Context: an optimization exercise on an open-source flow, tuned for a short achievable clock period. The choices shown serve that exercise and are no tape-out recipe. Function was not checked in any run shown here: the RTL went through the layout flow alone. In every run shown here, the design's own scripts or RTL, not TritonCTS, make the clock network. The flow treats the clock pin as an ideal source. Dropping or thinning the clock tree relies on that and would not hold on a real chip. Power and IR drop assume default switching activity.

<file path="design.v">
module alu (
    input  wire [7:0] g,
    input  wire [7:0] p,
    output wire [7:0] result
);
    wire [7:0] g1, p1, g2, p2, g3;
    assign g1 = g | (p & {g[6:0], 1'b0});
    assign p1 = p & {p[6:0], 1'b1};
    assign g2 = g1 | (p1 & {g1[5:0], 2'b0});
    assign p2 = p1 & {p1[5:0], 2'b11};
    assign g3 = g2 | (p2 & {g2[3:0], 4'b0});
    assign result = p ^ {g3[6:0], 1'b0};
endmodule
module register (
    input  wire       clk,
    input  wire       reset,
    input  wire [7:0] dsel,       
    input  wire       dvalid,     
    input  wire       wdata,      
    input  wire       new_d,      
    input  wire [3:0] rd,         
    input  wire       byp,        
    input  wire       is_add,     
    input  wire       imm_b,      
    output reg        op1,        
    output reg        add_g,
    output reg        add_p
);
    reg [7:0] r;
    reg       operand2;           
    integer i;
    always @(posedge clk)
        for (i = 0; i < 8; i = i + 1)
            if (dsel[i]) r[i] <= wdata;
    wire rnew   = !rd[3] && (byp ? wdata : r[rd[2:0]]);
    wire rold   = dvalid && wdata;
    wire op1_nx = new_d ? rnew : rold;
    wire b_nx   = (!reset && is_add) ? imm_b : operand2;
    always @(posedge clk) begin
        op1 <= op1_nx;
        add_g <= op1_nx & b_nx;
        add_p <= op1_nx ^ b_nx;
        if (!reset && is_add) operand2 <= imm_b;
    end
endmodule
module memory #(
    parameter LB = 3,
    parameter NP = 1 << (8 - LB),
    parameter NL = 1 << LB
) (
    input  wire          clk,
    input  wire          reset,
    input  wire [7:0]    imm,        
    input  wire          imm_b,      
    input  wire          is_li,      
    input  wire          is_st,
    input  wire          is_ld,
    input  wire          is_add,
    input  wire          we_nx,      
    input  wire          new_a,      
    input  wire          sel_wb,     
    input  wire [NP-1:0] a_hi_oh,    
    input  wire          op1,        
    input  wire          sum,        
    output wire          wdata,      
    output reg           result      
);
    reg          mem [0:255];
    reg [NP-1:0] pn;
    reg [NP-1:0] s_new;           
    reg          s_old, s_wb;     
    reg [NP-1:0] wsel;            
    reg [NL-1:0] lo_oh;           
    reg          we;              
    reg          hold;            
    reg          ma_old, wb;
    reg          w_reg;           
    reg          w_h;             
    integer i, j;
    assign wdata = w_h ? hold : w_reg;
    always @(posedge clk)
        for (i = 0; i < 256; i = i + 1)
            if (wsel[i / NL] && lo_oh[i % NL]) mem[i] <= wdata;
    wire [LB-1:0] lo_new = imm[LB-1:0];
    wire [NP-1:0] hi_new = {{(NP-1){1'b0}}, 1'b1} << imm[7:LB];
    always @(posedge clk)
        for (j = 0; j < NP; j = j + 1)
            pn[j] <= mem[(j << LB) | lo_new];
    wire m_at_a   = |(pn & s_new) | (ma_old & s_old) | (wb & s_wb);
    wire data_out = we ? hold : m_at_a;      
    always @(posedge clk) begin
        hold <= data_out;
        ma_old <= m_at_a;
        wb <= wdata;
        s_new <= (new_a && !sel_wb) ? hi_new : {NP{1'b0}};
        s_old <= !new_a && !sel_wb;
        s_wb <= sel_wb;
        w_h <= !reset && is_ld;
        if (new_a) lo_oh <= {{(NL-1){1'b0}}, 1'b1} << lo_new;
        if (reset)
            w_reg <= wdata;
        else if (is_li)
            w_reg <= imm_b;
        else if (is_st)
            w_reg <= op1;
        else if (is_add)
            w_reg <= sum;
        else
            w_reg <= wdata;
    end
    always @(posedge clk or posedge reset) begin
        if (reset) begin
            we <= 1'b0;
            wsel <= {NP{1'b0}};
            result <= 1'b0;
        end else begin
            we <= we_nx;
            wsel <= we_nx ? (new_a ? hi_new : a_hi_oh) : {NP{1'b0}};
            if (is_ld)  result <= data_out;
            if (is_add) result <= sum;
        end
    end
endmodule
module cpu (
    input wire clk,               
    input wire reset,             
    input wire [15:0] instr,      
    output wire [7:0] result      
);
    localparam LB = 3;
    localparam NP = 1 << (8 - LB);
    wire [2:0] op  = instr[14:12];
    wire [3:0] rd  = instr[11:8];
    wire [7:0] imm = instr[7:0];
    wire is_li  = (op == 3'b000);
    wire is_st  = (op == 3'b001);
    wire is_ld  = (op == 3'b010);
    wire is_add = (op == 3'b011);
    wire we_nx  = is_li | is_st | is_add;
    wire new_a = !reset && (is_st || is_ld);
    wire new_d = !reset && !op[2];
    reg          write_enable;    
    reg [7:0]    addr;            
    reg [NP-1:0] a_hi_oh;         
    reg [7:0]    dsel;            
    reg [3:0]    dest_reg;        
    reg [3:0]    dest_q;          
    wire a_hit  = write_enable && (addr == imm);
    wire sel_wb = new_a ? a_hit : write_enable;
    wire dvalid = !dest_q[3];
    wire byp    = dvalid && (dest_q[2:0] == rd[2:0]);
    wire [7:0] wdata, operand1, add_g, add_p, alu_result;
    alu alu_inst (.g(add_g), .p(add_p), .result(alu_result));
    genvar b;
    generate
        for (b = 0; b < 8; b = b + 1) begin : bit_slice
            memory #(.LB(LB)) mem_inst (
                .clk(clk), .reset(reset), .imm(imm), .imm_b(imm[b]),
                .is_li(is_li), .is_st(is_st), .is_ld(is_ld), .is_add(is_add),
                .we_nx(we_nx), .new_a(new_a), .sel_wb(sel_wb), .a_hi_oh(a_hi_oh),
                .op1(operand1[b]), .sum(alu_result[b]),
                .wdata(wdata[b]), .result(result[b])
            );
            register reg_file (
                .clk(clk), .reset(reset), .dsel(dsel), .dvalid(dvalid),
                .wdata(wdata[b]), .new_d(new_d), .rd(rd), .byp(byp),
                .is_add(is_add), .imm_b(imm[b]),
                .op1(operand1[b]), .add_g(add_g[b]), .add_p(add_p[b])
            );
        end
    endgenerate
    always @(posedge clk or posedge reset) begin
        if (reset)
            write_enable <= 1'b0;
        else
            write_enable <= we_nx;
    end
    always @(posedge clk) begin
        dest_q <= new_d ? rd : dest_reg;
        if (new_d) begin
            dsel <= rd[3] ? 8'b0 : (8'b1 << rd[2:0]);
            dest_reg <= rd;
        end
        if (new_a) begin
            addr <= imm;
            a_hi_oh <= {{(NP-1){1'b0}}, 1'b1} << imm[7:LB];
        end
    end
endmodule
</file>
<file path="flow/run.sh">
#!/bin/bash
# The standard layout, with the clock tree built by flow/mcts.tcl in place
# of TritonCTS: leaf clkbuf_16 buffers drive about 24 flip-flops each, two
# levels of clkbuf_16 above them share the fanout evenly, and the 4 top
# buffers hang on the clock port. Everything else is the standard.sh.
set -euo pipefail
export PRE_CTS_TCL="$PWD/flow/mcts.tcl"
export MCTS_LEAF=24 MCTS_LEVELS=2 MCTS_ROOTS=4
bash standard.sh > standard.log 2>&1
</file>
<file path="flow/mcts.tcl">
# Clock tree built by recursive bisection of the clock sinks: leaf buffers
# drive about MCTS_LEAF flip-flops each, MCTS_LEVELS levels of buffers
# above them share the fanout evenly, and the top level, of at most
# MCTS_ROOTS buffers, hangs on the clock port.
# Sourced as ORFS's PRE_CTS_TCL hook: it replaces clock_tree_synthesis.

proc mcts_env {name default} {
  if {[info exists ::env($name)] && $::env($name) ne ""} { return $::env($name) }
  return $default
}

# Split items ({x y payload} triples) into k groups of near-equal size,
# cutting along the longer side of their bounding box.
proc mcts_bisect {items k} {
  if {$k <= 1} { return [list $items] }
  set xs {}; set ys {}
  foreach it $items { lappend xs [lindex $it 0]; lappend ys [lindex $it 1] }
  set xs [lsort -real $xs]; set ys [lsort -real $ys]
  set dx [expr {[lindex $xs end] - [lindex $xs 0]}]
  set dy [expr {[lindex $ys end] - [lindex $ys 0]}]
  set idx [expr {$dx >= $dy ? 0 : 1}]
  set sorted [lsort -real -index $idx $items]
  set k1 [expr {$k / 2}]
  set k2 [expr {$k - $k1}]
  set n [llength $sorted]
  set n1 [expr {int(round(double($n) * $k1 / $k))}]
  set a [lrange $sorted 0 [expr {$n1 - 1}]]
  set b [lrange $sorted $n1 end]
  return [concat [mcts_bisect $a $k1] [mcts_bisect $b $k2]]
}

proc mcts_centroid {group} {
  set sx 0.0; set sy 0.0
  foreach it $group { set sx [expr {$sx + [lindex $it 0]}]; set sy [expr {$sy + [lindex $it 1]}] }
  set n [llength $group]
  return [list [expr {$sx / $n}] [expr {$sy / $n}]]
}

proc mcts_build {} {
  set leaf [mcts_env MCTS_LEAF 24]
  set levels [mcts_env MCTS_LEVELS 1]
  set roots [mcts_env MCTS_ROOTS 4]
  set bufname [mcts_env MCTS_BUF sky130_fd_sc_hd__clkbuf_16]
  set block [ord::get_db_block]
  set master [[ord::get_db] findMaster $bufname]
  set clkport [mcts_env MCTS_CLOCK_PORT clk]
  set clk [$block findNet $clkport]
  set items {}
  foreach it [$clk getITerms] {
    set bb [[$it getInst] getBBox]
    lappend items [list [expr {([$bb xMin] + [$bb xMax]) / 2.0}] [expr {([$bb yMin] + [$bb yMax]) / 2.0}] $it]
  }
  set n [llength $items]
  puts "mcts: $n clock sinks on $clkport"
  foreach it $items { [lindex $it 2] disconnect }
  set nleaf [expr {int(ceil(double($n) / $leaf))}]
  set fan [expr {int(ceil(pow(double($nleaf) / $roots, 1.0 / $levels)))}]
  if {$fan < 2} { set fan 2 }
  set level 0
  set per $leaf
  while {1} {
    set k [expr {int(ceil(double([llength $items]) / $per))}]
    if {$k < 1} { set k 1 }
    set groups [mcts_bisect $items $k]
    set next {}
    set i 0
    foreach g $groups {
      set c [mcts_centroid $g]
      set name "mcts_l${level}_$i"
      set inst [odb::dbInst_create $block $master $name]
      $inst setLocation [expr {int([lindex $c 0])}] [expr {int([lindex $c 1])}]
      $inst setPlacementStatus PLACED
      set net [odb::dbNet_create $block "${name}_net"]
      $net setSigType CLOCK
      [$inst findITerm X] connect $net
      foreach it $g {
        set p [lindex $it 2]
        if {[string match "*dbITerm*" $p]} { $p connect $net } else { [$p findITerm A] connect $net }
      }
      lappend next [list [lindex $c 0] [lindex $c 1] $inst]
      incr i
    }
    puts "mcts: level $level has $k buffers"
    incr level
    set items $next
    set per $fan
    if {[llength $items] <= $roots} { break }
  }
  foreach it $items { [[lindex $it 2] findITerm A] connect $clk }
}

rename clock_tree_synthesis mcts_orig_clock_tree_synthesis
proc clock_tree_synthesis {args} { mcts_build }
</file>
<file path="standard.sh">
#!/bin/bash
# synth_recipe.tcl (not shown) runs the flow's synth.tcl, then flattens the netlist and writes it again
# the make line also repeats each setting of config.mk as NAME=value (left out here)
make -C /OpenROAD-flow-scripts/flow DESIGN_CONFIG=/design/flow/config.mk WORK_HOME=/design/flow/orfs CLKGATE_MAP_FILE= SYNTH_SCRIPT=/design/flow/synth_recipe.tcl "${@:-finish}"
</file>
<file path="config.mk">
export PLATFORM = sky130hd
export DESIGN_NAME = cpu
export DESIGN_NICKNAME = cpu
export VERILOG_FILES = /design/flow/design.v
export SDC_FILE = /design/flow/constraint.sdc
export NUM_CORES = 8
export LEC_CHECK = 0
export CAP_MARGIN = 20
export CORE_MARGIN = 2
export CORE_UTILIZATION = 65
export SETUP_SLACK_MARGIN = 2.4
export SLEW_MARGIN = 20
export SYNTH_HIERARCHICAL = 1
</file>
<file path="constraint.sdc">
create_clock -name core_clock -period 4.0 [get_ports {clk}]
set_input_delay 0.8000 -clock core_clock [delete_from_list [all_inputs] [get_ports {clk}]]
set_output_delay 0.8000 -clock core_clock [all_outputs]
set_load 0.01 [all_outputs]
</file>
==> results of run 1 <==
-- worst min-delay path by stage --
stage / slack [ns] / endpoint / cells after the start / start
2_1_floorplan: 0.44 / bit_slice[0].mem_inst.pn[10]$_DFF_P_ / 2 / bit_slice[0].mem_inst.mem[87]$_DFFE_PP_
3_3_place_gp: 0.46 / bit_slice[3].mem_inst.pn[8]$_DFF_P_ / 2 / bit_slice[3].mem_inst.mem[69]$_DFFE_PP_
3_5_place_dp: 0.46 / bit_slice[0].mem_inst.pn[31]$_DFF_P_ / 2 / bit_slice[0].mem_inst.mem[255]$_DFFE_PP_
4_1_cts: 0.46 / bit_slice[2].reg_file.operand2$_DFF_P_ / 1 / bit_slice[2].reg_file.operand2$_DFF_P_
5_1_grt: 0.42 / bit_slice[3].mem_inst.result$_DFFE_PP0P_ / 3 / reset
6_report: 0.39 / bit_slice[3].mem_inst.result$_DFFE_PP0P_ / 3 / reset
-- per-layer routing --
metal / up-vias / routed length (µm) / GRT usage [%]
met1: 42500 / 145000 / 55.8
met3: 2090 / 63300 / 12.6
met2: 7038 / 189000 / 62.9
li1: 34000 / - / -
met5: - / 385 / 0
met4: 36 / 38500 / 26.9
-- power groups by stage --
stage	Clock [W]	Combinational [W]	Sequential, W
2_1_floorplan	0	0.00419	0.0408
3_3_place_gp	0	0.00613	0.0414
3_5_place_dp	0	0.00636	0.0415
4_1_cts	0.0126	0.00897	0.0417
5_1_grt	0.0178	0.0106	0.0413
6_report	0.0170	0.0103	0.0411
-- cells in the final DEF, fill, tap and decap left out, drive strengths merged, types with 24 or more instances in the layout --
| cell | instances |
|---|---|
| and2 | 2307 |
| o21ai | 42 |
| nand2 | 140 |
| nor2 | 315 |
| mux2 | 48 |
| edfxtp | 2228 |
| a22oi | 1128 |
| inv | 281 |
| diode | 71 |
| mux2i | 24 |
| nand3 | 57 |
| nand2b | 77 |
| nor3 | 80 |
| nand4 | 290 |
| dfxtp | 599 |
| a21oi | 28 |
| nor2b | 58 |
| dfrtp | 273 |
| o32ai | 32 |
| o22ai | 224 |
| clkbuf | 177 |
| nor3b | 34 |
| buf | 998 |
-- worst reg2reg max path, cell delays in order, from the launching register on --
cell and delay (ns):
dfxtp_2 0.36, ha_4 0.16, o21a_1 0.22, o21ai_2 0.11, and2b_2 0.16, or4b_4 0.47
o311ai_4 0.10, nand2b_4 0.19, o21ai_2 0.06, o21ai_1 0.13, mux2i_1 0.11, a21oi_1 0.18
-- what timing repair did --
action                     4_1_cts  5_1_grt
pin swaps                      609      439
cloned                         232       25
setup buffers                  356      184
gates resized for setup       1741      810
setup endpoints to repair     2982     1988
-- cell type report --
class / instances / area, µm²
Buffer: 156 / 3900
Fill cell: 9053 / 33200
Multi-Input combinational cell: 5063 / 41300
Inverter: 284 / 1070
Sequential cell: 3100 / 85800
Timing Repair Buffer: 1036 / 17100
Tap cell: 2480 / 3100
Antenna cell: 71 / 178
-- stage by stage --
stage	std cells	total power, W	TNS, ns	utilization (%)	setup WS (ns)
after floorplan	8956	0.0450	-521.27	-	-1.10
after global routing	12100	0.0698	0	82.0	1.61
final	12200	0.0685	0	82.1	1.65
after CTS	11900	0.0633	0	78.9	1.39
after global placement	11200	0.0475	0	67.5	0.549
after detailed placement	11200	0.0479	0	67.5	0.525
==> flow_summary.json, run 1 <==
{
  "status": "finished clean",
  "reg2reg_from": "bit_slice[0].reg_file.add_g$_DFF_P_",
  "startpoint": "bit_slice[0].reg_file.add_g$_DFF_P_",
  "cpMostUsedCell": "o21ai_2",
  "grt_usage_pct": 42.6,
  "swShare_pct": 26.4,
  "drt-vias-per-instance": 7.03,
  "top_register": "bit_slice.mem_inst.mem",
  "finClkSkew_ns": 0.0883,
  "die_y_um": 437,
  "worstSetupPathType": "flop to flop",
  "grt_max_degree": 127,
  "die_w_um": 437,
  "drt_iter0_drc": 13000,
  "r2r_slack_ns": 1.65,
  "maxSlewHeadroom_pct": 20.3,
  "period_share_pct": 58.7,
  "period_needed_ns": 2.35,
  "drive_above_1_share_pct": 27.2,
  "detail-route-antenna-nets": 0,
  "place_congestion": 0.881,
  "p_int_w": 0.0504,
  "synth_area_mm2": 0.122,
  "cp_slowest_cell": "or4b_4",
  "initial_core_util_pct": 65.5,
  "route.detailed.drc": 0,
  "core_mm2": 0.186,
  "ctsHoldBuffers": 0,
  "power_density_mw_per_mm2": 449,
  "finalNetCount": 9668,
  "wirelength_um": 436000,
  "cp.arrival_ns": 2.93,
  "first_pass_iters": 8,
  "p_comb_share_pct": 15.1,
  "crit_fanout": 2,
  "vias": 85700,
  "largest_reg_flops": 2048,
  "portBuffers": 24,
  "wl_per_cell_um": 35.7,
  "setup_viol": 0,
  "syn_area_per_cell_um2": 13.6,
  "seqPwrFrac_pct": 60.1,
  "fin_area_mm2": 0.152,
  "startpoint_type": "flop",
  "crit_family": "simple AND/OR/NAND/NOR gates",
  "yosys_warnings": 10,
  "finalHoldViolCount": 0,
  "antenna_found_initial": 44,
  "clkLatencyLatePin_ns": 0.69,
  "cp_num_buf_inv": 0,
  "timing.hold.ws_ns": 0.386,
  "first_global_vias": 80600,
  "min_path_type": "primary input to asynchronous set/reset pin",
  "p_clk_share_pct": 24.8,
  "netlist_instances": 8956,
  "cp.required_ns": 4.58,
  "dp_hpwl_um": 178000,
  "dpl_cell_area_mm2": 0.125,
  "crit_path_end_kind": "flop",
  "syn_to_final_growth_pct": 25.3,
  "vdd.ir_drop.worst_mv": 0.398,
  "reg2reg_depth": 11,
  "tightest_slew_ns": 1.20,
  "r2r_end": "bit_slice[6].mem_inst.w_reg$_DFF_P_",
  "cp_slowest_stage_delay_ns": 0.47,
  "synth_fp_nets": 8983,
  "leakage_nw": 54.5,
  "crit_cells": 11,
  "num_io_pins": 26,
  "slew_viol_final": 0,
  "power.net_switching_w": 0.0181,
  "fmaxAchievable_mhz": 426,
  "dieArea_mm2": 0.191,
  "worstSetupEndpoint": "bit_slice[6].mem_inst.w_reg$_DFF_P_",
  "grt-ovfl-total": 0,
  "rsz0062_at_grt": "yes",
  "path_cells": "ha_4 > o21a_1 > o21ai_2 > and2b_2 > or4b_4 > o311ai_4 > nand2b_4 > o21ai_2 > o21ai_1 > mux2i_1 > a21oi_1",
  "clkTransAtPathRegs_ns": 0.10,
  "grt_first_pass_wirelength_um": 581000,
  "num_rows": 158,
  "maxCapViolCount": 0
}
==> run 2, diff against run 1 <==
==> flow/run.sh (replaced) <==
#!/bin/bash
# The standard layout, with the clock tree built by flow/mcts.tcl in place
# of TritonCTS: leaf clkbuf_16 buffers drive about 24 flip-flops each, one
# level of clkbuf_16 above them shares the fanout evenly, and the 4 top
# buffers hang on the clock port. Everything else is the standard.sh.
set -euo pipefail
export PRE_CTS_TCL="$PWD/flow/mcts.tcl"
export MCTS_LEAF=24 MCTS_LEVELS=1 MCTS_ROOTS=4
bash standard.sh > standard.log 2>&1
==> run 2 against run 1 <==
  * Critical path type unchanged
  * Largest power group unchanged
  * Core utilization rose by 0.79 points
  * Worst hold slack got worse by 0.083 ns
  * Cell area rose by 0.96%
  * Highest routed layer unchanged
  * Critical endpoint unchanged
  * Combinational power grew 4%
  * Worst setup slack got worse by 0.050 ns
  * Fmax fell by 2.1%
  * Clock power decreased by 9%
==> flow_summary.json, run 2 <==
{
  "status": "finished clean",
  "period_share_pct": 59.9,
  "first_pass_iters": 8,
  "startpoint_type": "flop",
  "dieArea_mm2": 0.191,
  "tightest_slew_ns": 1.08,
  "top_register": "bit_slice.mem_inst.mem",
  "crit_path_end_kind": "flop",
  "drt-vias-per-instance": 7.12,
  "vdd.ir_drop.worst_mv": 0.536,
  "maxSlewHeadroom_pct": 28.2,
  "top_layer": "met5",
  "syn_area_per_cell_um2": 13.6,
  "grt-ovfl-total": 0,
  "ff_latch_area_mm2": 0.0858,
  "utilization_pct": 82.9,
  "power_density_mw_per_mm2": 437,
  "dp_hpwl_um": 178000,
  "r2r_end": "bit_slice[6].mem_inst.w_reg$_DFF_P_",
  "core_mm2": 0.186,
  "grt_first_pass_wirelength_um": 597000,
  "place_congestion": 0.881,
  "drive_above_1_share_pct": 28.6,
  "rsz0062_at_grt": "yes",
  "dpl_cell_area_mm2": 0.125,
  "reg2reg_depth": 11,
  "reg2reg_from": "bit_slice[1].reg_file.add_p$_DFF_P_",
  "finClkSkew_ns": 0.0508,
  "layout_setup_ws_ns": 1.60,
  "startpoint": "bit_slice[1].reg_file.add_p$_DFF_P_",
  "finalHoldViolCount": 0,
  "wl_per_cell_um": 36.7,
  "drt-met1-wl_um": 148000,
  "synth_fp_nets": 8983,
  "num_rows": 158,
  "syn_to_final_growth_pct": 26.5,
  "multi_input_area_mm2": 0.0418,
  "finalNetCount": 9708,
  "min_path_type": "primary input to asynchronous set/reset pin",
  "setup_viol": 0,
  "netlist_instances": 8956,
  "slew_viol_final": 0,
  "grt_usage_pct": 44.1,
  "clkTransAtPathRegs_ns": 0.12,
  "yosys_warnings": 10,
  "maxCapViolCount": 0,
  "synth_area_mm2": 0.122,
  "largest_reg_flops": 2048,
  "cp.arrival_ns": 3.07,
  "route.detailed.drc": 0,
  "final_cell_mix": "and2_1 (2228), edfxtp_1 (2228), a22oi_2 (581)",
  "grt_max_degree": 127,
  "vias": 87100,
  "cp.required_ns": 4.67,
  "first_global_vias": 81900,
  "drt_iter0_drc": 13300,
  "die_w_um": 437,
  "dpl_worst_slack_ns": 0.525,
  "crit_fanout": 2,
  "worstSetupPathType": "flop to flop",
  "num_io_pins": 26,
  "clkLatencyLatePin_ns": 0.75,
  "power.total_w": 0.0673,
  "antenna_found_initial": 40,
  "initial_core_util_pct": 65.5,
  "detail-route-antenna-nets": 0,
  "wirelength_um": 448000,
  "fmaxAchievable_mhz": 417,
  "nFillCells": 8794,
  "period_needed_ns": 2.40,
  "leakage_nw": 55.0,
  "die_y_um": 437,
  "fin_area_mm2": 0.154,
  "routed-wl-met2_um": 195000,
  "portBuffers": 24,
  "routed-wl-met3_um": 65500,
  "r2r_slack_ns": 1.60
}
run 2: critical path, stage by stage, from the launching register on:
cell      delay, ns
dfxtp_2        0.36
ha_4           0.16
o21a_1         0.22
o21ai_1        0.15
and2b_2        0.18
or4b_4         0.51
o311ai_4       0.12
nand2b_4       0.21
o21ai_2        0.05
o21ai_1        0.12
mux2i_1        0.09
a21oi_1        0.16
run 2: layout make-up:
type                       instances  area share [%]
buffer                           134            2.18
antenna                           72           0.117
sequential                      3100            55.8
timing repair buffer            1098            12.1
inverter                         284           0.695
tap                             2480            2.02
multi-input combinational       5063            27.2
run 2: layer usage:
layer / global-route usage, % / vias to the layer above
met5: 0 / -
met4: 28.2 / 26
met3: 14.5 / 2183
met2: 64.5 / 7692
met1: 56.9 / 43000
li1: - / 34200
run 2: worst max-delay path by stage:
| stage | endpoint | slack, ns | depth (start not counted) |
|---|---|---|---|
| floorplan | bit_slice[0].mem_inst.wsel[14]$_DFF_PP0_ | -1.10 | 5 |
| global route | bit_slice[6].mem_inst.w_reg$_DFF_P_ | 1.59 | 11 |
| finish | bit_slice[6].mem_inst.w_reg$_DFF_P_ | 1.60 | 11 |
| CTS | bit_slice[1].mem_inst.s_new[19]$_SDFF_PN0_ | 1.40 | 11 |
| detailed placement | bit_slice[6].mem_inst.wsel[14]$_DFF_PP0_ | 0.52 | 8 |
| global placement | bit_slice[4].mem_inst.wsel[14]$_DFF_PP0_ | 0.55 | 8 |
run 2: stage by stage:
step / hold WS, ns / TNS [ns] / std cells
3_3_place_gp: 0.455 / 0 / 11200
3_5_place_dp: 0.457 / 0 / 11200
6_report: 0.303 / 0 / 12200
2_1_floorplan: 0.444 / -521.27 / 8956
5_1_grt: 0.329 / 0 / 12200
4_1_cts: 0.461 / 0 / 12000
run 2: power breakdown:
group / total [W] / internal [W] / switching, W
registers: 0.0412 / 0.0391 / 0.00203
clock network: 0.0154 / 0.00588 / 0.00956
logic: 0.0107 / 0.00438 / 0.00629
total: 0.0673 / 0.0494 / 0.0179
run 2: what timing repair did:
action / 4_1_cts / 5_1_grt
gates cloned: 271 / 16
hold buffers: 0 / 0
endpoints found under the hold margin: 0 / 0
gates resized for setup: 1890 / 810
pin swaps: 632 / 466
endpoints found under the setup margin: 2970 / 1895
buffers inserted: 394 / 178
==> run 3, diff against run 2 <==
==> design.v (replaced) <==
module alu (
    input  wire [7:0] g,
    input  wire [7:0] p,
    output wire [7:0] result
);
    wire [7:0] g1, p1, g2, p2, g3;
    assign g1 = g | (p & {g[6:0], 1'b0});
    assign p1 = p & {p[6:0], 1'b1};
    assign g2 = g1 | (p1 & {g1[5:0], 2'b0});
    assign p2 = p1 & {p1[5:0], 2'b11};
    assign g3 = g2 | (p2 & {g2[3:0], 4'b0});
    assign result = p ^ {g3[6:0], 1'b0};
endmodule
module register (
    input  wire       clk,
    input  wire       reset,
    input  wire [7:0] dsel,       
    input  wire       dvalid,     
    input  wire       wdata,      
    input  wire       new_d,      
    input  wire [3:0] rd,         
    input  wire       byp,        
    input  wire       is_add,     
    input  wire       imm_b,      
    output reg        op1,        
    output reg        add_g,
    output reg        add_p
);
    reg [7:0] r;
    reg       operand2;           
    integer i;
    always @(posedge clk)
        for (i = 0; i < 8; i = i + 1)
            if (dsel[i]) r[i] <= wdata;
    wire rnew   = !rd[3] && (byp ? wdata : r[rd[2:0]]);
    wire rold   = dvalid && wdata;
    wire op1_nx = new_d ? rnew : rold;
    wire b_nx   = (!reset && is_add) ? imm_b : operand2;
    always @(posedge clk) begin
        op1 <= op1_nx;
        add_g <= op1_nx & b_nx;
        add_p <= op1_nx ^ b_nx;
        if (!reset && is_add) operand2 <= imm_b;
    end
endmodule
module memory #(
    parameter LB = 3,
    parameter NP = 1 << (8 - LB),
    parameter NL = 1 << LB
) (
    input  wire          clk,
    input  wire          reset,
    input  wire [14:0]   instr,      
    input  wire          imm_b,      
    input  wire          op1,        
    input  wire          sum,        
    output wire          wdata,      
    output reg           result      
);
    wire [2:0] op  = instr[14:12];
    wire [7:0] imm = instr[7:0];
    wire is_li  = (op == 3'b000);
    wire is_st  = (op == 3'b001);
    wire is_ld  = (op == 3'b010);
    wire is_add = (op == 3'b011);
    wire new_a  = !reset && (is_st || is_ld);
    reg          mem [0:255];
    reg [NP-1:0] pn;
    reg [NP-1:0] s_new;           
    reg          s_old, s_wb;     
    reg [7:0]    addr;            
    reg [NP-1:0] a_hi_oh;         
    reg [NL-1:0] lo_oh;           
    reg [NP-1:0] wsel;            
    reg          we;              
    reg          hold;            
    reg          ma_old, wb;
    reg          sumr;            
    reg          w_reg;           
    reg          w_h, w_s;        
    integer i, j;
    assign wdata = w_h ? hold : (w_s ? sumr : w_reg);
    always @(posedge clk)
        for (i = 0; i < 256; i = i + 1)
            if (wsel[i / NL] && lo_oh[i % NL]) mem[i] <= wdata;
    wire [LB-1:0] lo_new = imm[LB-1:0];
    wire [NP-1:0] hi_new = {{(NP-1){1'b0}}, 1'b1} << imm[7:LB];
    always @(posedge clk)
        for (j = 0; j < NP; j = j + 1)
            pn[j] <= mem[(j << LB) | lo_new];
    wire m_at_a   = s_wb ? wb : (|(pn & s_new) | (ma_old & s_old));
    wire data_out = we ? hold : m_at_a;      
    wire a_hit = we && (addr == imm);
    always @(posedge clk) begin
        hold <= data_out;
        ma_old <= m_at_a;
        wb <= wdata;
        sumr <= sum;
        s_new <= new_a ? hi_new : {NP{1'b0}};
        s_old <= !new_a;
        s_wb <= new_a ? a_hit : we;
        w_h <= !reset && is_ld;
        w_s <= !reset && is_add;
        if (new_a) begin
            addr <= imm;
            a_hi_oh <= hi_new;
            lo_oh <= {{(NL-1){1'b0}}, 1'b1} << lo_new;
        end
        if (!reset && is_li)
            w_reg <= imm_b;
        else if (!reset && is_st)
            w_reg <= op1;
        else
            w_reg <= wdata;
    end
    always @(posedge clk or posedge reset) begin
        if (reset) begin
            we <= 1'b0;
            wsel <= {NP{1'b0}};
            result <= 1'b0;
        end else begin
            we <= is_li | is_st | is_add;
            wsel <= is_st ? hi_new : ((is_li | is_add) ? a_hi_oh : {NP{1'b0}});
            if (is_ld)  result <= data_out;
            if (is_add) result <= sum;
        end
    end
endmodule
module cpu (
    input wire clk,               
    input wire reset,             
    input wire [15:0] instr,      
    output wire [7:0] result      
);
    localparam LB = 3;
    wire [2:0] op  = instr[14:12];
    wire [3:0] rd  = instr[11:8];
    wire [7:0] imm = instr[7:0];
    wire is_add = (op == 3'b011);
    wire new_d  = !reset && !op[2];
    reg [7:0]    dsel;            
    reg [3:0]    dest_reg;        
    reg [3:0]    dest_q;          
    wire dvalid = !dest_q[3];
    wire byp    = dvalid && (dest_q[2:0] == rd[2:0]);
    wire [7:0] wdata, operand1, add_g, add_p, alu_result;
    alu alu_inst (.g(add_g), .p(add_p), .result(alu_result));
    genvar b;
    generate
        for (b = 0; b < 8; b = b + 1) begin : bit_slice
            memory #(.LB(LB)) mem_inst (
                .clk(clk), .reset(reset), .instr(instr[14:0]), .imm_b(imm[b]),
                .op1(operand1[b]), .sum(alu_result[b]),
                .wdata(wdata[b]), .result(result[b])
            );
            register reg_file (
                .clk(clk), .reset(reset), .dsel(dsel), .dvalid(dvalid),
                .wdata(wdata[b]), .new_d(new_d), .rd(rd), .byp(byp),
                .is_add(is_add), .imm_b(imm[b]),
                .op1(operand1[b]), .add_g(add_g[b]), .add_p(add_p[b])
            );
        end
    endgenerate
    always @(posedge clk) begin
        dest_q <= new_d ? rd : dest_reg;
        if (new_d) begin
            dsel <= rd[3] ? 8'b0 : (8'b1 << rd[2:0]);
            dest_reg <= rd;
        end
    end
endmodule
==> flow/run.sh (replaced) <==
#!/bin/bash
# The standard layout, with the clock tree built by flow/mcts.tcl in place
# of TritonCTS: leaf clkbuf_16 buffers drive about 24 flip-flops each, two
# levels of clkbuf_16 above them share the fanout evenly, and the 4 top
# buffers hang on the clock port. Everything else is the standard.sh.
set -euo pipefail
export PRE_CTS_TCL="$PWD/flow/mcts.tcl"
export MCTS_LEAF=24 MCTS_LEVELS=2 MCTS_ROOTS=4
bash standard.sh > standard.log 2>&1
==> run 3 against run 2 <==
  * Sequential power up 9.5%
  * Core utilization up 1.5 points
  * Still clean on timing, DRC and antenna
  * Die area up 7.0%
  * Sequential share of layout area up 0.34 points
  * Via count up 4.4%
  * Synthesized cell count up 3.0%
  * Total power up 12%
  * Routed wire length up 1.3%
  * Largest cell class unchanged
==> flow_summary.json, run 3 <==
{
  "synth_area_mm2": 0.130,
  "grt_max_degree": 141,
  "reg2reg_depth": 9,
  "syn_to_final_growth_pct": 29.2,
  "cp.required_ns": 4.55,
  "grt-busiest-layer": "met2",
  "slew_viol_final": 0,
  "tightest_slew_ns": 0.796,
  "wirelength_um": 454000,
  "core_mm2": 0.199,
  "vdd.ir_drop.worst_mv": 0.303,
  "rsz0062_at_grt": "yes",
  "num_rows": 164,
  "min_path_type": "flop to flop",
  "maxSlewHeadroom_pct": 46.9,
  "swShare_pct": 26.3,
  "power_density_mw_per_mm2": 449,
  "grt_usage_pct": 41.6,
  "drt_iter0_drc": 13300,
  "wl_per_cell_um": 35.1,
  "crit_fanout": 2,
  "place_inst": 11600,
  "period_needed_ns": 2.27,
  "clkLatencyLatePin_ns": 0.65,
  "grt-ovfl-total": 0,
  "met1_usage_pct": 54.0,
  "p_clk_share_pct": 24.8,
  "maxCapViolCount": 0,
  "die_w_um": 452,
  "r2r_slack_ns": 1.73,
  "first_global_vias": 88800,
  "yosys_warnings": 10,
  "die_y_um": 452,
  "drive_above_1_share_pct": 31.3,
  "crit_path_end_kind": "flop",
  "grt_first_pass_wirelength_um": 616000,
  "grt.met2_usage_pct": 65.1,
  "reg2reg_from": "bit_slice[1].reg_file.add_p$_DFF_P_",
  "synth_fp_nets": 9248,
  "largest_reg_flops": 2048,
  "clkTransAtPathRegs_ns": 0.12,
  "hold-path-endpoint": "bit_slice[7].mem_inst.pn[25]$_DFF_P_",
  "r2r_end": "bit_slice[6].mem_inst.result$_DFFE_PP0P_",
  "top_register": "bit_slice.mem_inst.mem",
  "hold_depth": 2,
  "dieArea_mm2": 0.204,
  "detail-route-antenna-nets": 0,
  "netlist_instances": 9221,
  "setup_tns_ns": 0,
  "finalHoldViolCount": 0,
  "setup_viol": 0,
  "min_from": "bit_slice[7].mem_inst.mem[203]$_DFFE_PP_",
  "finalNetCount": 10300,
  "met3_usage_pct": 8.38,
  "p_int_w": 0.0557,
  "route.detailed.drc": 0,
  "worstSetupPathType": "flop to flop",
  "first_pass_iters": 10,
  "power.total_w": 0.0756,
  "final_cell_mix": "edfxtp_1 (2508), and2_1 (2048), dfxtp_1 (601)",
  "cp.arrival_ns": 2.82,
  "place_congestion": 0.809,
  "dpl_worst_slack_ns": 0.719,
  "num_io_pins": 26,
  "antenna_found_initial": 26,
  "period_share_pct": 56.7,
  "seqPwrFrac_pct": 59.7,
  "dp_hpwl_um": 163000,
  "p_comb_share_pct": 15.6,
  "power.net_switching_w": 0.0198,
  "fmaxAchievable_mhz": 441,
  "finalNonFillerCells": 13000,
  "vias": 90900,
  "finClkSkew_ns": 0.0631,
  "startpoint_type": "flop",
  "final_common_cell": "edfxtp_1",
  "drt-vias-per-instance": 7.02,
  "status": "finished clean",
  "timing.hold.ws_ns": 0.451,
  "portBuffers": 24,
  "initial_core_util_pct": 65.3,
  "layout_setup_ws_ns": 1.73,
  "leakage_nw": 60.0,
  "syn_area_per_cell_um2": 14.1
}
[run 3: per-layer routing]
metal	share of wire, %	vias to the layer above	routed length, µm
li1	-	36100	-
met1	33	45200	150000
met2	45	7292	206000
met3	13	2267	58600
met4	8.8	18	40100
met5	0.029	-	131
[run 3: repair_timing]
action / in CTS / in global routing
endpoints found under the setup margin: 4629 / 2915
gates resized for setup: 2676 / 634
pin swaps: 735 / 361
hold buffers: 0 / 0
gates cloned: 325 / 27
buffers inserted: 704 / 126
[run 3: worst max path at each step]
stage / cells after the start / slack [ns] / to / from
after floorplan: 5 / 0.22 / bit_slice[0].reg_file.add_p$_DFF_P_ / bit_slice[0].mem_inst.w_s$_DFF_P_
after global placement: 5 / 0.77 / bit_slice[2].mem_inst.a_hi_oh[3]$_DFFE_PP_ / instr[12]
after detailed placement: 5 / 0.72 / bit_slice[6].mem_inst.lo_oh[4]$_SDFFCE_PN0P_ / instr[12]
after CTS: 10 / 1.56 / bit_slice[2].mem_inst.pn[30]$_DFF_P_ / instr[2]
after global routing: 9 / 1.70 / bit_slice[6].mem_inst.result$_DFFE_PP0P_ / bit_slice[1].reg_file.add_p$_DFF_P_
final: 9 / 1.73 / bit_slice[6].mem_inst.result$_DFFE_PP0P_ / bit_slice[1].reg_file.add_p$_DFF_P_
[run 3: cell type report]
class,count,area (µm²)
flip-flops and latches,3395,94500
multi-input cells,5145,42500
fillers,8867,31100
repair buffers,1414,22800
plain buffers,170,4250
well taps,2656,3320
inverters,146,694
repair inverters,18,263
diodes,12,30.0
[run 3: stage by stage]
stage                     util (%)  instance area, µm²
final                         84.4              168000
after global routing          84.4              168000
after CTS                     82.2              164000
after detailed placement      67.4              134000
after global placement        67.4              134000
after floorplan                  -              130000
[run 3: power groups by stage]
| stage | Combinational (W) | Sequential (W) | Clock, W |
|---|---|---|---|
| 2_1_floorplan | 0.00438 | 0.0451 | 0 |
| 3_3_place_gp | 0.00655 | 0.0455 | 0 |
| 3_5_place_dp | 0.00681 | 0.0456 | 0 |
| 4_1_cts | 0.0103 | 0.0456 | 0.0138 |
| 5_1_grt | 0.0121 | 0.0454 | 0.0196 |
| 6_report | 0.0118 | 0.0451 | 0.0187 |
[run 3: critical path: stages (launching register included)]
cell and delay, ns:
dfxtp_2 0.36, ha_4 0.17, o21a_4 0.25, o21ai_2 0.10, and2b_2 0.15, or4b_4 0.47
o311ai_4 0.13, nand2_1 0.11, o221a_1 0.24, a21bo_1 0.17

separate check: timing with driven ports:
In the flow no input, the clock included, has a driving cell. The finished layouts below were timed again as built, in two steps.
Step 1: set_driving_cell puts a clkbuf_16 on clk and a buf_2 on each other input, an assumption about the parent block.
Step 2 moves the port delays by t, midway between the first and last clock arrival at a register: inputs arrive t later, outputs are due t later. That takes back most of the time a late clock gives input paths.
Slacks: ideal ports / drivers / drivers and shift; pairs: ideal ports / drivers.
run | t, ns | slack for setup (ns) | worst setup path after step 2 | latest minus earliest clock arrival (ns) | worst slew at a driven data input, ns
run 1 | 0.862 | 1.653 / 1.634 / 1.004 | input to register | 0.118 / 0.119 | 0.25
run 2 | 0.964 | 1.603 / 1.567 / 0.902 | input to register | 0.056 / 0.055 | 0.26
run 3 | 0.844 | 1.731 / 1.650 / 1.086 | input to register | 0.080 / 0.081 | 0.60
After both steps setup and hold are still met in every run listed. The setup slack of run 2, which loses most, moves by -0.036 ns with the drivers and by -0.701 ns with both steps.
